Background: an optimization exercise with open tools, aiming at small area. Do not read the settings as production practice. Only simulation tests tie the RTL to the original design; equivalence was not proved. Power figures rest on the tool's default switching activity, not on a simulated workload.

[flow/constraint.sdc]
create_clock -name core_clock -period 5.0 [get_ports {clock}]
set_input_delay 1.0000 -clock core_clock [delete_from_list [all_inputs] [get_ports {clock}]]
set_output_delay 1.0000 -clock core_clock [all_outputs]
set_load 0.01 [all_outputs]
[flow/design.v]
module router_top (
    input clock,
    input resetn,
    input packet_valid,
    input [7:0] data_in,
    input read_enb_0, read_enb_1, read_enb_2,
    output [7:0] data_out_0, data_out_1, data_out_2,
    output vld_out_0, vld_out_1, vld_out_2,
    output err,
    output busy
);
    wire [7:0] dout;
    wire [2:0] write_enb;
    wire [2:0] soft_reset;
    wire write_enb_reg;
    wire [2:0] read_enb;
    wire [2:0] empty;
    wire [2:0] full;
    wire lfd_state;
    wire detect_add;
    wire ld_state;
    wire laf_state;
    wire full_state;
    wire fifo_full;
    wire rst_int_reg;
    wire parity_done;
    wire low_packet_valid;
    assign read_enb = {read_enb_2, read_enb_1, read_enb_0};
    router_fsm FSM (.clock(clock), .resetn(resetn), .packet_valid(packet_valid), .data_in(data_in), .parity_done(parity_done), .soft_reset_0(soft_reset[0]), .soft_reset_1(soft_reset[1]), .soft_reset_2(soft_reset[2]), .fifo_full(fifo_full), .low_packet_valid(low_packet_valid), .fifo_empty_0(empty[0]), .fifo_empty_1(empty[1]), .fifo_empty_2(empty[2]), .detect_add(detect_add), .ld_state(ld_state), .laf_state(laf_state), .lfd_state(lfd_state), .full_state(full_state), .write_enb_reg(write_enb_reg), .rst_int_reg(rst_int_reg), .busy(busy));
    router_register REG (.clock(clock), .resetn(resetn), .packet_valid(packet_valid), .data_in(data_in), .fifo_full(fifo_full), .detect_add(detect_add), .ld_state(ld_state), .laf_state(laf_state), .full_state(full_state), .lfd_state(lfd_state), .rst_int_reg(rst_int_reg), .err(err), .parity_done(parity_done), .low_packet_valid(low_packet_valid), .dout(dout));
    router_sync SYNC (.clock(clock), .resetn(resetn), .data_in(data_in), .detect_add(detect_add), .write_enb_reg(write_enb_reg), .read_enb_0(read_enb_0), .read_enb_1(read_enb_1), .read_enb_2(read_enb_2), .write_enb(write_enb), .fifo_full(fifo_full), .full_0(full[0]), .full_1(full[1]), .full_2(full[2]), .empty_0(empty[0]), .empty_1(empty[1]), .empty_2(empty[2]), .soft_reset_0(soft_reset[0]), .soft_reset_1(soft_reset[1]), .soft_reset_2(soft_reset[2]), .vld_out_0(vld_out_0), .vld_out_1(vld_out_1), .vld_out_2(vld_out_2));
    router_fifo FIFO0 (.clock(clock), .resetn(resetn), .soft_reset(soft_reset[0]), .write_enb(write_enb[0]), .read_enb(read_enb[0]), .data_in({lfd_state, dout}), .lfd_state(lfd_state), .full(full[0]), .empty(empty[0]), .data_out(data_out_0));
    router_fifo FIFO1 (.clock(clock), .resetn(resetn), .soft_reset(soft_reset[1]), .write_enb(write_enb[1]), .read_enb(read_enb[1]), .data_in({lfd_state, dout}), .lfd_state(lfd_state), .full(full[1]), .empty(empty[1]), .data_out(data_out_1));
    router_fifo FIFO2 (.clock(clock), .resetn(resetn), .soft_reset(soft_reset[2]), .write_enb(write_enb[2]), .read_enb(read_enb[2]), .data_in({lfd_state, dout}), .lfd_state(lfd_state), .full(full[2]), .empty(empty[2]), .data_out(data_out_2));
endmodule
module router_fsm (
    input clock, resetn,
    input packet_valid,
    input [7:0] data_in,
    input fifo_full, fifo_empty_0, fifo_empty_1, fifo_empty_2,
    input soft_reset_0, soft_reset_1, soft_reset_2,
    input parity_done, low_packet_valid,
    output reg detect_add, ld_state, laf_state, lfd_state, full_state,
    output reg write_enb_reg, rst_int_reg, busy
);
    parameter DECODE_ADDRESS = 3'b000,
              LOAD_FIRST_DATA = 3'b001,
              LOAD_DATA = 3'b010,
              LOAD_PARITY = 3'b011,
              FIFO_FULL_STATE = 3'b100,
              LOAD_AFTER_FULL = 3'b101,
              DECODE_ADDRESS_WAIT = 3'b110,
              CHECK_PARITY_ERROR = 3'b111;
    reg [2:0] state, next_state;
    reg [1:0] addr;
    always @(posedge clock) begin
        if (~resetn)
            state <= DECODE_ADDRESS;
        else if ((soft_reset_0 && addr == 2'b00) ||
                 (soft_reset_1 && addr == 2'b01) ||
                 (soft_reset_2 && addr == 2'b10))
            state <= DECODE_ADDRESS;
        else
            state <= next_state;
    end
    always @(posedge clock) begin
        if (~resetn)
            addr <= 2'b00;
        else if (detect_add)
            addr <= data_in[1:0];
    end
    always @(*) begin
        next_state = state;
        case (state)
            DECODE_ADDRESS: begin
                if ((packet_valid && (data_in[1:0] == 2'b00) && fifo_empty_0) ||
                    (packet_valid && (data_in[1:0] == 2'b01) && fifo_empty_1) ||
                    (packet_valid && (data_in[1:0] == 2'b10) && fifo_empty_2))
                    next_state = LOAD_FIRST_DATA;
                else if ((packet_valid && (data_in[1:0] == 2'b00) && ~fifo_empty_0) ||
                         (packet_valid && (data_in[1:0] == 2'b01) && ~fifo_empty_1) ||
                         (packet_valid && (data_in[1:0] == 2'b10) && ~fifo_empty_2))
                    next_state = DECODE_ADDRESS_WAIT;
            end
            DECODE_ADDRESS_WAIT: begin
                if ((addr == 2'b00 && fifo_empty_0) ||
                    (addr == 2'b01 && fifo_empty_1) ||
                    (addr == 2'b10 && fifo_empty_2))
                    next_state = LOAD_FIRST_DATA;
            end
            LOAD_FIRST_DATA: begin
                if (fifo_full)
                    next_state = FIFO_FULL_STATE;
                else
                    next_state = LOAD_DATA;
            end
            LOAD_DATA: begin
                if (fifo_full)
                    next_state = FIFO_FULL_STATE;
                else if (~packet_valid)
                    next_state = LOAD_PARITY;
            end
            LOAD_PARITY: begin
                next_state = CHECK_PARITY_ERROR;
            end
            FIFO_FULL_STATE: begin
                if (~fifo_full)
                    next_state = LOAD_AFTER_FULL;
            end
            LOAD_AFTER_FULL: begin
                if (~parity_done && low_packet_valid)
                    next_state = LOAD_PARITY;
                else if (~parity_done && ~low_packet_valid)
                    next_state = LOAD_DATA;
                else if (parity_done)
                    next_state = DECODE_ADDRESS;
            end
            CHECK_PARITY_ERROR: begin
                if (~fifo_full)
                    next_state = DECODE_ADDRESS;
                else
                    next_state = FIFO_FULL_STATE;
            end
        endcase
    end
    always @(*) begin
        detect_add = 0;
        ld_state = 0;
        laf_state = 0;
        lfd_state = 0;
        full_state = 0;
        write_enb_reg = 0;
        rst_int_reg = 0;
        busy = 0;
        case (state)
            DECODE_ADDRESS: begin
                detect_add = 1;
            end
            DECODE_ADDRESS_WAIT: begin
                detect_add = 1;
            end
            LOAD_FIRST_DATA: begin
                lfd_state = 1;
                busy = 1;
            end
            LOAD_DATA: begin
                ld_state = 1;
                write_enb_reg = 1;
                busy = 1;
            end
            LOAD_PARITY: begin
                busy = 1;
            end
            FIFO_FULL_STATE: begin
                full_state = 1;
                busy = 1;
            end
            LOAD_AFTER_FULL: begin
                laf_state = 1;
                busy = 1;
            end
            CHECK_PARITY_ERROR: begin
                rst_int_reg = 1;
                busy = 1;
            end
        endcase
    end
endmodule
module router_register (
    input clock, resetn, packet_valid,
    input [7:0] data_in,
    input fifo_full, detect_add, ld_state, laf_state, full_state, lfd_state, rst_int_reg,
    output reg err, parity_done, low_packet_valid,
    output reg [7:0] dout
);
    reg [7:0] hold_header_byte, fifo_full_header_byte, internal_parity, packet_parity_byte;
    reg [7:0] fifo_full_data_reg;  
    reg [5:0] count;  
    always @(posedge clock) begin
        if (~resetn)
            hold_header_byte <= 8'b0;
        else if (detect_add && packet_valid)
            hold_header_byte <= data_in;
    end
    always @(posedge clock) begin
        if (~resetn)
            fifo_full_header_byte <= 8'b0;
        else if (detect_add && packet_valid)
            fifo_full_header_byte <= data_in;
    end
    always @(posedge clock) begin
        if (~resetn)
            fifo_full_data_reg <= 8'b0;
        else if (ld_state && fifo_full)
            fifo_full_data_reg <= data_in;
    end
    always @(*) begin
        if (lfd_state)
            dout = hold_header_byte;
        else if (ld_state && ~fifo_full)
            dout = data_in;
        else if (ld_state && fifo_full)
            dout = fifo_full_data_reg;
        else if (laf_state)
            dout = fifo_full_header_byte;
        else
            dout = 8'b0;
    end
    always @(posedge clock) begin
        if (~resetn)
            internal_parity <= 8'b0;
        else if (detect_add)
            internal_parity <= 8'b0;
        else if (lfd_state && packet_valid)
            internal_parity <= internal_parity ^ hold_header_byte;
        else if (ld_state && packet_valid && ~full_state)
            internal_parity <= internal_parity ^ data_in;
    end
    always @(posedge clock) begin
        if (~resetn)
            packet_parity_byte <= 8'b0;
        else if (detect_add && packet_valid)
            packet_parity_byte <= 8'b0;
        else if ((ld_state && ~packet_valid) || (laf_state && ~packet_valid && ~parity_done))
            packet_parity_byte <= data_in;
    end
    always @(posedge clock) begin
        if (~resetn)
            count <= 6'b0;
        else if (detect_add)
            count <= data_in[7:2];  
        else if (ld_state && packet_valid)
            count <= count - 1;
    end
    always @(posedge clock) begin
        if (~resetn)
            low_packet_valid <= 0;
        else
            low_packet_valid <= ~packet_valid;
    end
    always @(posedge clock) begin
        if (~resetn)
            parity_done <= 0;
        else if (detect_add)
            parity_done <= 0;
        else if ((count == 0) && (ld_state || laf_state) && (~packet_valid))
            parity_done <= 1;
    end
    always @(posedge clock) begin
        if (~resetn)
            err <= 0;
        else if (rst_int_reg)
            err <= 0;
        else if (parity_done)
            err <= (internal_parity != packet_parity_byte);
    end
endmodule
module router_sync (
    input clock, resetn,
    input [7:0] data_in,
    input detect_add, write_enb_reg,
    input read_enb_0, read_enb_1, read_enb_2,
    input empty_0, empty_1, empty_2,
    input full_0, full_1, full_2,
    output reg [2:0] write_enb,
    output reg fifo_full,
    output reg vld_out_0, vld_out_1, vld_out_2,
    output reg soft_reset_0, soft_reset_1, soft_reset_2
);
    reg [1:0] internal_addr;
    reg [4:0] timer_0, timer_1, timer_2;  
    always @(posedge clock) begin
        if (~resetn)
            internal_addr <= 2'b0;
        else if (detect_add)
            internal_addr <= data_in[1:0];
    end
    always @(*) begin
        case (internal_addr)
            2'b00: write_enb = {2'b0, write_enb_reg};
            2'b01: write_enb = {1'b0, write_enb_reg, 1'b0};
            2'b10: write_enb = {write_enb_reg, 2'b0};
            default: write_enb = 3'b0;
        endcase
    end
    always @(*) begin
        case (internal_addr)
            2'b00: fifo_full = full_0;
            2'b01: fifo_full = full_1;
            2'b10: fifo_full = full_2;
            default: fifo_full = 0;
        endcase
    end
    always @(posedge clock) begin
        if (~resetn) begin
            vld_out_0 <= 0;
            timer_0 <= 0;
            soft_reset_0 <= 0;
        end else begin
            if (~empty_0)
                vld_out_0 <= 1;
            else
                vld_out_0 <= 0;
            if (vld_out_0 && ~read_enb_0)
                timer_0 <= timer_0 + 1;
            else
                timer_0 <= 0;
            if (timer_0 == 29) begin
                soft_reset_0 <= 1;
                vld_out_0 <= 0;
                timer_0 <= 0;
            end else
                soft_reset_0 <= 0;
        end
    end
    always @(posedge clock) begin
        if (~resetn) begin
            vld_out_1 <= 0;
            timer_1 <= 0;
            soft_reset_1 <= 0;
        end else begin
            if (~empty_1)
                vld_out_1 <= 1;
            else
                vld_out_1 <= 0;
            if (vld_out_1 && ~read_enb_1)
                timer_1 <= timer_1 + 1;
            else
                timer_1 <= 0;
            if (timer_1 == 29) begin
                soft_reset_1 <= 1;
                vld_out_1 <= 0;
                timer_1 <= 0;
            end else
                soft_reset_1 <= 0;
        end
    end
    always @(posedge clock) begin
        if (~resetn) begin
            vld_out_2 <= 0;
            timer_2 <= 0;
            soft_reset_2 <= 0;
        end else begin
            if (~empty_2)
                vld_out_2 <= 1;
            else
                vld_out_2 <= 0;
            if (vld_out_2 && ~read_enb_2)
                timer_2 <= timer_2 + 1;
            else
                timer_2 <= 0;
            if (timer_2 == 29) begin
                soft_reset_2 <= 1;
                vld_out_2 <= 0;
                timer_2 <= 0;
            end else
                soft_reset_2 <= 0;
        end
    end
endmodule
module router_fifo (
    input clock, resetn, soft_reset,
    input write_enb, read_enb, lfd_state,
    input [8:0] data_in,  
    output reg [7:0] data_out,  
    output reg full, empty
);
    reg [8:0] mem [15:0];  
    reg [3:0] wr_ptr, rd_ptr;  
    reg [4:0] count;  
    always @(posedge clock) begin
        if (~resetn || soft_reset)
            wr_ptr <= 0;
        else if (write_enb && ~full)
            wr_ptr <= wr_ptr + 1;
    end
    always @(posedge clock) begin
        if (~resetn || soft_reset)
            rd_ptr <= 0;
        else if (read_enb && ~empty)
            rd_ptr <= rd_ptr + 1;
    end
    always @(posedge clock) begin
        if (~resetn || soft_reset)
            count <= 0;
        else begin
            case ({write_enb & ~full, read_enb & ~empty})
                2'b10: count <= count + 1;
                2'b01: count <= count - 1;
                default: count <= count;
            endcase
        end
    end
    always @(*) begin
        full = (count == 16);
        empty = (count == 0);
    end
    always @(posedge clock) begin
        if (write_enb && ~full)
            mem[wr_ptr] <= data_in;
    end
    always @(posedge clock) begin
        if (~resetn)
            data_out <= 8'b0;
        else if (soft_reset)
            data_out <= 8'b0;
        else if (read_enb && ~empty)
            data_out <= mem[rd_ptr][7:0];
        else if (empty)
            data_out <= 8'b0;
    end
endmodule
[flow/run.sh]
#!/bin/bash
# synth_recipe.tcl (not shown) runs the flow's synth.tcl, then flattens the netlist and writes it again
# the make line also repeats each setting of config.mk as NAME=value (left out here)
make -C /OpenROAD-flow-scripts/flow DESIGN_CONFIG=/design/flow/config.mk WORK_HOME=/design/flow/orfs CLKGATE_MAP_FILE= SYNTH_SCRIPT=/design/flow/synth_recipe.tcl finish
[flow/config.mk]
export PLATFORM = sky130hd
export DESIGN_NAME = router_top
export DESIGN_NICKNAME = router_top
export VERILOG_FILES = /design/flow/design.v
export SDC_FILE = /design/flow/constraint.sdc
export NUM_CORES = 4
export LEC_CHECK = 0
export CAP_MARGIN = 20
export CORE_MARGIN = 2
export CORE_UTILIZATION = 40
export SLEW_MARGIN = 20
==> run notes <==
-- metrics by stage --
stage	instance area, µm²	util
2_1_floorplan	21300	-
3_3_place_gp	22700	0.431
3_5_place_dp	22700	0.431
4_1_cts	24400	0.464
5_1_grt	24400	0.464
6_report	24400	0.464
-- routing by layer --
layer | routed length (µm) | part of all wire
met2 | 21600 | 0.48
met3 | 2280 | 0.051
met1 | 19900 | 0.45
met4 | 940 | 0.021
met5 | 13 | 0.00029
-- final cells by class --
type                            count  area (µm²)  area share
Clock inverter                     23         194     0.00795
Multi-Input combinational cell    694        6480       0.266
Inverter                           28         105     0.00431
Timing Repair Buffer               77         683      0.0280
Sequential cell                   533       14500       0.595
Tap cell                          688         861      0.0353
Clock buffer                       78        1550      0.0636
-- final timing paths --
| check | from | endpoint | slack [ps] | cells after the start |
|---|---|---|---|---|
| max | FIFO1.count[0]$_SDFFE_PP0P_ | FIFO1.mem[0][7]$_DFFE_PP_ | 1520 | 6 |
| min | FSM.rst_int_reg$_SDFF_PN0_ | REG.err$_SDFFE_PP0P_ | 440 | 1 |
| max reg2reg | FIFO1.count[0]$_SDFFE_PP0P_ | FIFO1.mem[0][7]$_DFFE_PP_ | 1520 | 6 |
| min reg2reg | FSM.rst_int_reg$_SDFF_PN0_ | REG.err$_SDFFE_PP0P_ | 440 | 1 |
-- cell families after synthesis --
kind of cell,count (synthesis)
muxes,169
adders and majority gates,37
DFF,533
AOI/OAI and AO/OA,91
xor gates and xnor gates,60
and+or+nand+nor,337
buffers and inverters,95
-- power by group through the flow --
stage	combinational [µW]	sequential, µW	clock, µW
after global routing	1960	5350	4260
after floorplan	1330	5290	0
after detailed placement	1810	5410	0
after global placement	1780	5410	0
final	1790	5310	3970
after CTS	1810	5320	4060
-- cell usage in the layout, fill, tap and decap left out, types with 3 or more instances in the layout --
cell / instances
a21o_1: 8
a21oi_1: 47
a22oi_1: 8
buf_4: 35
bufinv_16: 3
clkbuf_1: 14
clkbuf_16: 55
clkbuf_8: 9
clkdlybuf4s50_1: 42
clkinv_1: 12
clkinv_2: 6
dfxtp_1: 146
dfxtp_2: 3
edfxtp_1: 384
fa_1: 3
ha_1: 34
inv_1: 28
mux2i_1: 49
mux4_2: 120
nand2_1: 54
nand2b_1: 15
nand3_1: 27
nand3b_1: 3
nand4_1: 11
nand4b_1: 3
nor2_1: 172
nor2b_1: 6
nor3_1: 16
nor4_1: 5
nor4_2: 3
o21ai_0: 6
o21ai_4: 8
or3_1: 4
xnor2_1: 23
xor2_1: 37
-- worst max-delay path, delay by kind of cell (launching register included) --
kind / cells / cell delay [ps]
and+or+nand+nor: 2 / 1210
AOI/OAI and AO/OA: 2 / 1060
DFF: 1 / 370
buffers and inverters: 1 / 390
muxes: 1 / 240
==> results.json <==
{
  "status": "complete, no violations",
  "drt_iter0_drc": 927,
  "io_buffers": 42,
  "powerDensity_nw_per_um2": 454,
  "setup_viol": 0,
  "sw_frac_of_total": 0.262,
  "use_met2": 0.266,
  "final_cell_count_no_fill": 2121,
  "worstPathRequired_ps": 5410,
  "critPathCaptureType": "flop",
  "numCtsBuffers": 54,
  "drv_cap": 0,
  "routed_wl_um": 44800,
  "slew_headroom": 0.297,
  "synth_top_family_by_area": "multiplexers",
  "start_kind": "flop",
  "yosysUniqueCellTypes": 54,
  "p_switching_uw": 2900,
  "netlist_area_um2": 21300,
  "nFillCells": 4515,
  "grt.overflow.total": 0,
  "num_vias": 11200,
  "synth-seq-area-share": 0.682,
  "start_util": 0.405,
  "hold_ws_ps": 437,
  "grt_use_met1": 0.224,
  "cts_setup_buffers": 0,
  "largest_registers": "FIFO0.mem (128), FIFO1.mem (128), FIFO2.mem (128)",
  "clk_pin_slew_ps": 60,
  "synth_commonest_cells": "384 x edfxtp_1, 172 x nor2_1, 149 x dfxtp_1, 120 x mux4_2, 54 x nand2_1",
  "grt_max_degree": 34,
  "diodes": 0,
  "p_seq_frac": 0.480,
  "dieArea_um2": 55100,
  "hold_viol": 0,
  "avgSynthCellArea_um2": 16.1,
  "antenna_found_initial": 2,
  "period_needed_ps": 3480,
  "syn_inst": 1322,
  "synth-edff-count": 384,
  "pre_cts_ws_ps": 1090,
  "clockRootBuffer": "clkbuf_16",
  "grt_first_pass_wirelength_um": 69200,
  "setup_ws_ps": 1520,
  "p_total_uw": 11100,
  "syn_nets": 1373,
  "first_pass_iters": 5,
  "yosysMostFrequentCell": "edfxtp_1",
  "crit_type": "flop to flop",
  "crit_slowest_cell": "o21ai_4",
  "nets": 1439,
  "synth_top_area_frac": 0.541,
  "clk_latency_ps": 610,
  "fin_skew_ps": 26.2,
  "grt.busiest_layer": "met2",
  "synth_seq_cells": 533,
  "yosys-top-cells-area": "edfxtp_1 54%, dfxtp_1 14%, mux4_2 13%",
  "ys.flop_type": "edfxtp_1",
  "die_h_um": 235,
  "core_area_um2": 52600,
  "cts_resized": 0,
  "syn2layout_area_growth_pct": 14.6,
  "power_frac_clock": 0.359,
  "dp.cells": 2020,
  "synthSimpleGateAreaFrac": 0.0752,
  "async_flop_share": 0,
  "grt_pass1_vias": 11400,
  "clkSinkCount": 533,
  "rsz0062_at_grt": "no",
  "post-dp-hpwl_um": 28400,
  "ctsHoldBuffers": 0,
  "max_freq_mhz": 287,
  "io_pins": 43,
  "muxShareOfSynthArea": 0.150,
  "clk_path_buf_depth": 3,
  "wl_per_cell_um": 21.1,
  "irDropWorstVdd_mv": 0.257,
  "p_leak_uw": 0.00800,
  "hp-class": "flop to flop",
  "drive_gt1_frac": 0.180,
  "drv_slew": 0,
  "combinationalPowerShare": 0.162,
  "p_int_uw": 8170,
  "worst_pin_slew_ps": 1050,
  "period_share": 0.696,
  "crit_fanout": 29,
  "yosys_warnings": 4,
  "cts_tree": "yes",
  "path_cells": "nor4_2 > a32oi_1 > nand2_1 > mux2i_1 > o21ai_4 > buf_4",
  "antenna_left": 0,
  "tns_ps": 0,
  "synthAdderAreaFrac": 0.0228,
  "crit_arrival_ps": 3890,
  "gp_congestion": 0.793,
  "critPathMaxStageDelay_ps": 780,
  "std_cell_rows": 84,
  "grt_util_met3": 0.0322,
  "synth_xor_area_frac": 0.0247,
  "grt.total_usage": 0.163,
  "synth_compound_area_frac": 0.0277,
  "avgViaCountPerCell": 5.29,
  "drc": 0,
  "synth_area_leader_cell": "edfxtp_1",
  "die_x_um": 235,
  "htree_levels": 2
}

## re-timing with driven ports
The flow's constraints put no driver on any port. The routed layout listed below was extracted and timed again, unchanged, in two steps.
Step 1 (the two cells are an assumption about what drives the block):
set clk [get_ports {clock}]
set_driving_cell -lib_cell sky130_fd_sc_hd__clkbuf_16 $clk
set_driving_cell -lib_cell sky130_fd_sc_hd__buf_2 [delete_from_list [all_inputs] $clk]
Step 2, shift: input delay + t, output delay - t, t = (earliest + latest rising clock arrival at the registers) / 2. This alone moves slack from input paths to output paths.
Three values: ideal ports, drivers, drivers and shift; two values: the first two.
shift t [ns]: 0.653
setup WS [ns]: 1.520 / 1.520 / 1.083
clock arrival spread, ns: 0.028 / 0.029
After both steps this run still meets setup and hold. For this run, drivers alone change the setup slack by 0.000 ns; drivers and shift together by -0.437 ns.
